From an optimization exercise on the open Yosys and OpenROAD flow, aimed at small area and a short achievable clock period; shortcuts taken in it are not production practice. Where RTL was checked, it was by simulation tests only, not by an equivalence proof against the original.

==> inputs of 09-25 <==
==> flow/design.v (excerpt) <==
module hex_to_dec(
    input wire clk_25MHz,
    input wire [31: 0]hex,
    output wire [31: 0]dec
);
clock: 75.0 ns
lec_check: 0
abc_area: 1
cap_margin: 20
core_margin: 2
core_utilization: 40
cts_buf_list: sky130_fd_sc_hd__clkbuf_4
slew_margin: 20
synth_hierarchical: 1
synth_minimum_keep_size: 0
standard.sh (not shown) runs the stock make flow with config.mk's settings and CLKGATE_MAP_FILE= SYNTH_SCRIPT=/design/flow/synth_recipe.tcl, a recipe that flattens the netlist after the stock synthesis.
==> flow/flow/run.sh <==
#!/bin/bash
# Layout flow: the standard layout (standard.sh) with three changes.
# 1. Synthesis maps logic with flow/abc_area.script ("strash; map -a": an
#    area-only mapping of the logic as written) instead of ORFS's
#    abc_area.script, whose delay-driven mapping and resizing at a 75 ps
#    target remap the design's small cells (written as the gates of an
#    area-optimised mapping, see gen/) into larger ones.  The design is
#    synthesized one module at a time (SYNTH_HIERARCHICAL 1).  To do so the
#    synthesis step runs on a copy of ORFS's scripts folder in which only
#    abc_area.script differs; synthesis is otherwise the standard one
#    (synth_recipe.tcl: -nofsm -noshare, flattened, renamed).
# 2. After synthesis, cells whose next drive strength has the same area are
#    swapped to it (o21ai_0 -> o21ai_1 and so on, see flow/swap.tcl).
# 3. The buffers the flow puts on every input and output port are buf_1
#    cells instead of the resizer's default choice (a 10 um2 delay buffer).
# Each step's full output goes to a log file of its own in this folder.
set -euo pipefail
rm -rf scripts_local
mkdir -p scripts_local
cp -r "$FLOW_HOME/scripts/." scripts_local/
cp flow/abc_area.script scripts_local/abc_area.script
args=(BUFFER_PORTS_ARGS="-buffer_cell sky130_fd_sc_hd__buf_1")
bash standard.sh "${args[@]}" SCRIPTS_DIR="$PWD/scripts_local" synth > standard_synth.log 2>&1
res=orfs/results/$FLOW_PLATFORM/hex_to_dec/base
SWAP_DB=$res/1_synth.odb openroad -no_init -exit flow/swap.tcl > swap.log 2>&1
bash standard.sh "${args[@]}" finish > standard_finish.log 2>&1
==> flow/flow/abc_area.script <==
strash
map -a
Other scripts of this flow, unchanged in this note and not shown: flow/flow/swap.tcl
==> 09-20: changes against 09-25 <==
--- a/flow/design.v
+++ b/flow/design.v
@@ -77,42 +77,12 @@
 assign o[3] = (~i[1]&~w_new_n16);
 endmodule
 module hex_to_dec(
     input wire clk_25MHz,
     input wire [31: 0]hex,
-    output wire [31: 0]dec
+    output reg [31: 0]dec
 );
-reg s0_h;
-reg s0_r0;
-reg s0_r1;
-reg s0_r2;
-reg s1_h;
-reg s1_r0;
-reg s1_r1;
-reg s1_r2;
-reg s2_h;
-reg s2_r0;
-reg s2_r1;
-reg s2_r2;
-reg s3_h;
-reg s3_r0;
-reg s3_r1;
-reg s3_r2;
-reg s4_0;
-reg s_x12;
-reg s_x11;
-reg s_x10;
-reg s_x9;
-reg s_x8;
-reg s_x7;
-reg s_x6;
-reg s_x5;
-reg s_x4;
-reg s_x3;
-reg s_x2;
-reg s_x1;
-reg s_x0;
 wire [3:0] n1;
 conv0 u1(.i({hex[26],hex[25],hex[24]}), .o(n1));
 wire [3:0] n2;
 step0 u2(.i({hex[23],n1[2],n1[1],n1[0]}), .o(n2));
 wire [3:0] n3;
@@ -164,67 +134,67 @@
 wire [3:0] n26;
 conv3 u26(.i({n15[3],n16[3],n19[3]}), .o(n26));
 wire [3:0] n27;
 step0 u27(.i({n22[3],n26[2],n26[1],n26[0]}), .o(n27));
 wire [3:0] n28;
-step0 u28(.i({s_x12,s0_r2,s0_r1,s0_r0}), .o(n28));
+step0 u28(.i({hex[12],n23[2],n23[1],n23[0]}), .o(n28));
 wire [3:0] n29;
-step0 u29(.i({s0_h,s1_r2,s1_r1,s1_r0}), .o(n29));
+step0 u29(.i({n23[3],n24[2],n24[1],n24[0]}), .o(n29));
 wire [3:0] n30;
-step0 u30(.i({s1_h,s2_r2,s2_r1,s2_r0}), .o(n30));
+step0 u30(.i({n24[3],n25[2],n25[1],n25[0]}), .o(n30));
 wire [3:0] n31;
-step0 u31(.i({s2_h,s3_r2,s3_r1,s3_r0}), .o(n31));
+step0 u31(.i({n25[3],n27[2],n27[1],n27[0]}), .o(n31));
 wire [3:0] n32;
-step0 u32(.i({s_x11,n28[2],n28[1],n28[0]}), .o(n32));
+step0 u32(.i({hex[11],n28[2],n28[1],n28[0]}), .o(n32));
 wire [3:0] n33;
 step0 u33(.i({n28[3],n29[2],n29[1],n29[0]}), .o(n33));
 wire [3:0] n34;
 step0 u34(.i({n29[3],n30[2],n30[1],n30[0]}), .o(n34));
 wire [3:0] n35;
 step0 u35(.i({n30[3],n31[2],n31[1],n31[0]}), .o(n35));
 wire [3:0] n36;
-step0 u36(.i({s_x10,n32[2],n32[1],n32[0]}), .o(n36));
+step0 u36(.i({hex[10],n32[2],n32[1],n32[0]}), .o(n36));
 wire [3:0] n37;
 step0 u37(.i({n32[3],n33[2],n33[1],n33[0]}), .o(n37));
 wire [3:0] n38;
 step0 u38(.i({n33[3],n34[2],n34[1],n34[0]}), .o(n38));
 wire [3:0] n39;
 step0 u39(.i({n34[3],n35[2],n35[1],n35[0]}), .o(n39));
 wire [3:0] n40;
-step0 u40(.i({s_x9,n36[2],n36[1],n36[0]}), .o(n40));
+step0 u40(.i({hex[9],n36[2],n36[1],n36[0]}), .o(n40));
 wire [3:0] n41;
 step0 u41(.i({n36[3],n37[2],n37[1],n37[0]}), .o(n41));
 wire [3:0] n42;
 step0 u42(.i({n37[3],n38[2],n38[1],n38[0]}), .o(n42));
 wire [3:0] n43;
 step0 u43(.i({n38[3],n39[2],n39[1],n39[0]}), .o(n43));
 wire [3:0] n44;
-conv1 u44(.i({s4_0,s3_h,n31[3],n35[3]}), .o(n44));
+conv1 u44(.i({n26[3],n27[3],n31[3],n35[3]}), .o(n44));
 wire [3:0] n45;
 step0 u45(.i({n39[3],n44[2],n44[1],n44[0]}), .o(n45));
 wire [3:0] n46;
-step0 u46(.i({s_x8,n40[2],n40[1],n40[0]}), .o(n46));
+step0 u46(.i({hex[8],n40[2],n40[1],n40[0]}), .o(n46));
 wire [3:0] n47;
 step0 u47(.i({n40[3],n41[2],n41[1],n41[0]}), .o(n47));
 wire [3:0] n48;
 step0 u48(.i({n41[3],n42[2],n42[1],n42[0]}), .o(n48));
 wire [3:0] n49;
 step0 u49(.i({n42[3],n43[2],n43[1],n43[0]}), .o(n49));
 wire [3:0] n50;
 step0 u50(.i({n43[3],n45[2],n45[1],n45[0]}), .o(n50));
 wire [3:0] n51;
-step0 u51(.i({s_x7,n46[2],n46[1],n46[0]}), .o(n51));
+step0 u51(.i({hex[7],n46[2],n46[1],n46[0]}), .o(n51));
 wire [3:0] n52;
 step0 u52(.i({n46[3],n47[2],n47[1],n47[0]}), .o(n52));
 wire [3:0] n53;
 step0 u53(.i({n47[3],n48[2],n48[1],n48[0]}), .o(n53));
 wire [3:0] n54;
 step0 u54(.i({n48[3],n49[2],n49[1],n49[0]}), .o(n54));
 wire [3:0] n55;
 step0 u55(.i({n49[3],n50[2],n50[1],n50[0]}), .o(n55));
 wire [3:0] n56;
-step0 u56(.i({s_x6,n51[2],n51[1],n51[0]}), .o(n56));
+step0 u56(.i({hex[6],n51[2],n51[1],n51[0]}), .o(n56));
 wire [3:0] n57;
 step0 u57(.i({n51[3],n52[2],n52[1],n52[0]}), .o(n57));
 wire [3:0] n58;
 step0 u58(.i({n52[3],n53[2],n53[1],n53[0]}), .o(n58));
 wire [3:0] n59;
@@ -234,11 +204,11 @@
 wire [3:0] n61;
 conv2 u61(.i({n44[3],n45[3],n50[3]}), .o(n61));
 wire [3:0] n62;
 step0 u62(.i({n55[3],n61[2],n61[1],n61[0]}), .o(n62));
 wire [3:0] n63;
-step0 u63(.i({s_x5,n56[2],n56[1],n56[0]}), .o(n63));
+step0 u63(.i({hex[5],n56[2],n56[1],n56[0]}), .o(n63));
 wire [3:0] n64;
 step0 u64(.i({n56[3],n57[2],n57[1],n57[0]}), .o(n64));
 wire [3:0] n65;
 step0 u65(.i({n57[3],n58[2],n58[1],n58[0]}), .o(n65));
 wire [3:0] n66;
@@ -246,11 +216,11 @@
 wire [3:0] n67;
 step0 u67(.i({n59[3],n60[2],n60[1],n60[0]}), .o(n67));
 wire [3:0] n68;
 step0 u68(.i({n60[3],n62[2],n62[1],n62[0]}), .o(n68));
 wire [3:0] n69;
-step0 u69(.i({s_x4,n63[2],n63[1],n63[0]}), .o(n69));
+step0 u69(.i({hex[4],n63[2],n63[1],n63[0]}), .o(n69));
 wire [3:0] n70;
 step0 u70(.i({n63[3],n64[2],n64[1],n64[0]}), .o(n70));
 wire [3:0] n71;
 step0 u71(.i({n64[3],n65[2],n65[1],n65[0]}), .o(n71));
 wire [3:0] n72;
@@ -258,11 +228,11 @@
 wire [3:0] n73;
 step0 u73(.i({n66[3],n67[2],n67[1],n67[0]}), .o(n73));
 wire [3:0] n74;
 step0 u74(.i({n67[3],n68[2],n68[1],n68[0]}), .o(n74));
 wire [3:0] n75;
-step0 u75(.i({s_x3,n69[2],n69[1],n69[0]}), .o(n75));
+step0 u75(.i({hex[3],n69[2],n69[1],n69[0]}), .o(n75));
 wire [3:0] n76;
 step0 u76(.i({n69[3],n70[2],n70[1],n70[0]}), .o(n76));
 wire [3:0] n77;
 step0 u77(.i({n70[3],n71[2],n71[1],n71[0]}), .o(n77));
 wire [3:0] n78;
@@ -274,11 +244,11 @@
 wire [3:0] n81;
 conv3 u81(.i({n61[3],n62[3],n68[3]}), .o(n81));
 wire [3:0] n82;
 step0 u82(.i({n74[3],n81[2],n81[1],n81[0]}), .o(n82));
 wire [3:0] n83;
-step0 u83(.i({s_x2,n75[2],n75[1],n75[0]}), .o(n83));
+step0 u83(.i({hex[2],n75[2],n75[1],n75[0]}), .o(n83));
 wire [3:0] n84;
 step0 u84(.i({n75[3],n76[2],n76[1],n76[0]}), .o(n84));
 wire [3:0] n85;
 step0 u85(.i({n76[3],n77[2],n77[1],n77[0]}), .o(n85));
 wire [3:0] n86;
@@ -288,11 +258,11 @@
 wire [3:0] n88;
 step0 u88(.i({n79[3],n80[2],n80[1],n80[0]}), .o(n88));
 wire [3:0] n89;
 step0 u89(.i({n80[3],n82[2],n82[1],n82[0]}), .o(n89));
 wire [3:0] n90;
-stepout0 u90(.i({s_x1,n83[2],n83[1],n83[0]}), .o(n90));
+stepout0 u90(.i({hex[1],n83[2],n83[1],n83[0]}), .o(n90));
 wire [3:0] n91;
 stepout0 u91(.i({n83[3],n84[2],n84[1],n84[0]}), .o(n91));
 wire [3:0] n92;
 stepout0 u92(.i({n84[3],n85[2],n85[1],n85[0]}), .o(n92));
 wire [3:0] n93;
@@ -302,38 +272,8 @@
 wire [3:0] n95;
 stepout0 u95(.i({n87[3],n88[2],n88[1],n88[0]}), .o(n95));
 wire [3:0] n96;
 stepout0 u96(.i({n88[3],n89[2],n89[1],n89[0]}), .o(n96));
 always @(posedge clk_25MHz) begin
-    s0_h <= n23[3];
-    s0_r0 <= n23[0];
-    s0_r1 <= n23[1];
-    s0_r2 <= n23[2];
-    s1_h <= n24[3];
-    s1_r0 <= n24[0];
-    s1_r1 <= n24[1];
-    s1_r2 <= n24[2];
-    s2_h <= n25[3];
-    s2_r0 <= n25[0];
-    s2_r1 <= n25[1];
-    s2_r2 <= n25[2];
-    s3_h <= n27[3];
-    s3_r0 <= n27[0];
-    s3_r1 <= n27[1];
-    s3_r2 <= n27[2];
-    s4_0 <= n26[3];
-    s_x12 <= hex[12];
-    s_x11 <= hex[11];
-    s_x10 <= hex[10];
-    s_x9 <= hex[9];
-    s_x8 <= hex[8];
-    s_x7 <= hex[7];
-    s_x6 <= hex[6];
-    s_x5 <= hex[5];
-    s_x4 <= hex[4];
-    s_x3 <= hex[3];
-    s_x2 <= hex[2];
-    s_x1 <= hex[1];
-    s_x0 <= hex[0];
+    dec <= {{n81[3],n82[3],n89[3],n96[3]}, {n96[2],n96[1],n96[0],n95[3]}, {n95[2],n95[1],n95[0],n94[3]}, {n94[2],n94[1],n94[0],n93[3]}, {n93[2],n93[1],n93[0],n92[3]}, {n92[2],n92[1],n92[0],n91[3]}, {n91[2],n91[1],n91[0],n90[3]}, {n90[2],n90[1],n90[0],hex[0]}};
 end
-assign dec = {{n81[3],n82[3],n89[3],n96[3]}, {n96[2],n96[1],n96[0],n95[3]}, {n95[2],n95[1],n95[0],n94[3]}, {n94[2],n94[1],n94[0],n93[3]}, {n93[2],n93[1],n93[0],n92[3]}, {n92[2],n92[1],n92[0],n91[3]}, {n91[2],n91[1],n91[0],n90[3]}, {n90[2],n90[1],n90[0],s_x0}};
 endmodule
==> flow/flow/run.sh (replaced) <==
#!/bin/bash
# Layout flow: the standard layout (standard.sh) with three changes.
# 1. Synthesis maps logic with flow/abc_area.script (area-only mapping of
#    the logic as written, twice over) instead of ORFS's
#    abc_area.script, whose delay-driven mapping and resizing at a 75 ps
#    target remap the design's small cells (written as the gates of an
#    area-optimised mapping, see gen/) into larger ones.  The design is
#    synthesized one module at a time (SYNTH_HIERARCHICAL 1).  To do so the
#    synthesis step runs on a copy of ORFS's scripts folder in which only
#    abc_area.script differs; synthesis is otherwise the standard one
#    (synth_recipe.tcl: -nofsm -noshare, flattened, renamed), except that
#    ADDER_MAP_FILE is left empty so that Yosys does not turn XOR/AND pairs
#    into half-adder cells (ha_1) before ABC maps the logic.
# 2. After synthesis, cells whose next drive strength has the same area are
#    swapped to it (o21ai_0 -> o21ai_1 and so on, see flow/swap.tcl).
# 3. The buffers the flow puts on every input and output port are buf_1
#    cells instead of the resizer's default choice (a 10 um2 delay buffer).
# Each step's full output goes to a log file of its own in this folder.
set -euo pipefail
rm -rf scripts_local
mkdir -p scripts_local
cp -r "$FLOW_HOME/scripts/." scripts_local/
cp flow/abc_area.script scripts_local/abc_area.script
args=(BUFFER_PORTS_ARGS="-buffer_cell sky130_fd_sc_hd__buf_1")
bash standard.sh "${args[@]}" SCRIPTS_DIR="$PWD/scripts_local" ADDER_MAP_FILE= synth > standard_synth.log 2>&1
res=orfs/results/$FLOW_PLATFORM/hex_to_dec/base
SWAP_DB=$res/1_synth.odb openroad -no_init -exit flow/swap.tcl > swap.log 2>&1
bash standard.sh "${args[@]}" finish > standard_finish.log 2>&1
==> flow/flow/abc_area.script (replaced) <==
strash
dch -f
map -a
strash
dch -f
map -a
==> notes.md <==
- 09-20 completed without violations. 09-25 passed the timing, design-rule and antenna checks.
- Between 09-25 and 09-20, the lower area after synthesis is in 09-20 (gap 0.22%, measured against 09-20).
- In 09-20 the fmax is lower than in 09-25, by about 10%.
- In 09-25 the via count is higher than in 09-20, by 2.4%.
- Against 09-20, the routed wire length of 09-25 is higher by about 6.6%.
- Synthesized cell count: 09-25 is higher than 09-20 (about 1%).
- Between 09-25 and 09-20, the lower critical path depth is in 09-25 (gap 21).
- Between 09-25 and 09-20, the lower hold slack is in 09-25 (gap 0.00050 ns).
- In 09-25 the setup slack is higher than in 09-20, by 2.4 ns.
Function not checked in 09-25: the RTL went through the layout flow alone.

==> afterwards: timing with drivers on the ports <==
The results above use ideal ports. As a check the final layouts listed here were re-extracted and re-timed, cells and wires unchanged.
Step 1, drivers: a clkbuf_16 drives clk_25MHz and a buf_2 each remaining input, both assumed.
Step 2 also shifts input and output timing later by t, the mid clock arrival at the registers, as if the neighbouring blocks saw the same clock.
Three values: ideal ports, drivers, drivers and shift; two values: the first two.
run | t (ns) | slack for setup (ns) | worst setup path at the end | worst data-port slew with drivers (ns)
09-25 | 0.343 | 54.796 / 54.767 / 55.110 | register to output | 0.04
09-20 | 0.340 | 52.413 / 52.411 / 52.071 | input to register | 0.03
After both steps every run listed still meets setup and hold. For 09-20, which loses most, drivers alone change the setup slack by -0.002 ns; drivers and shift together by -0.342 ns.
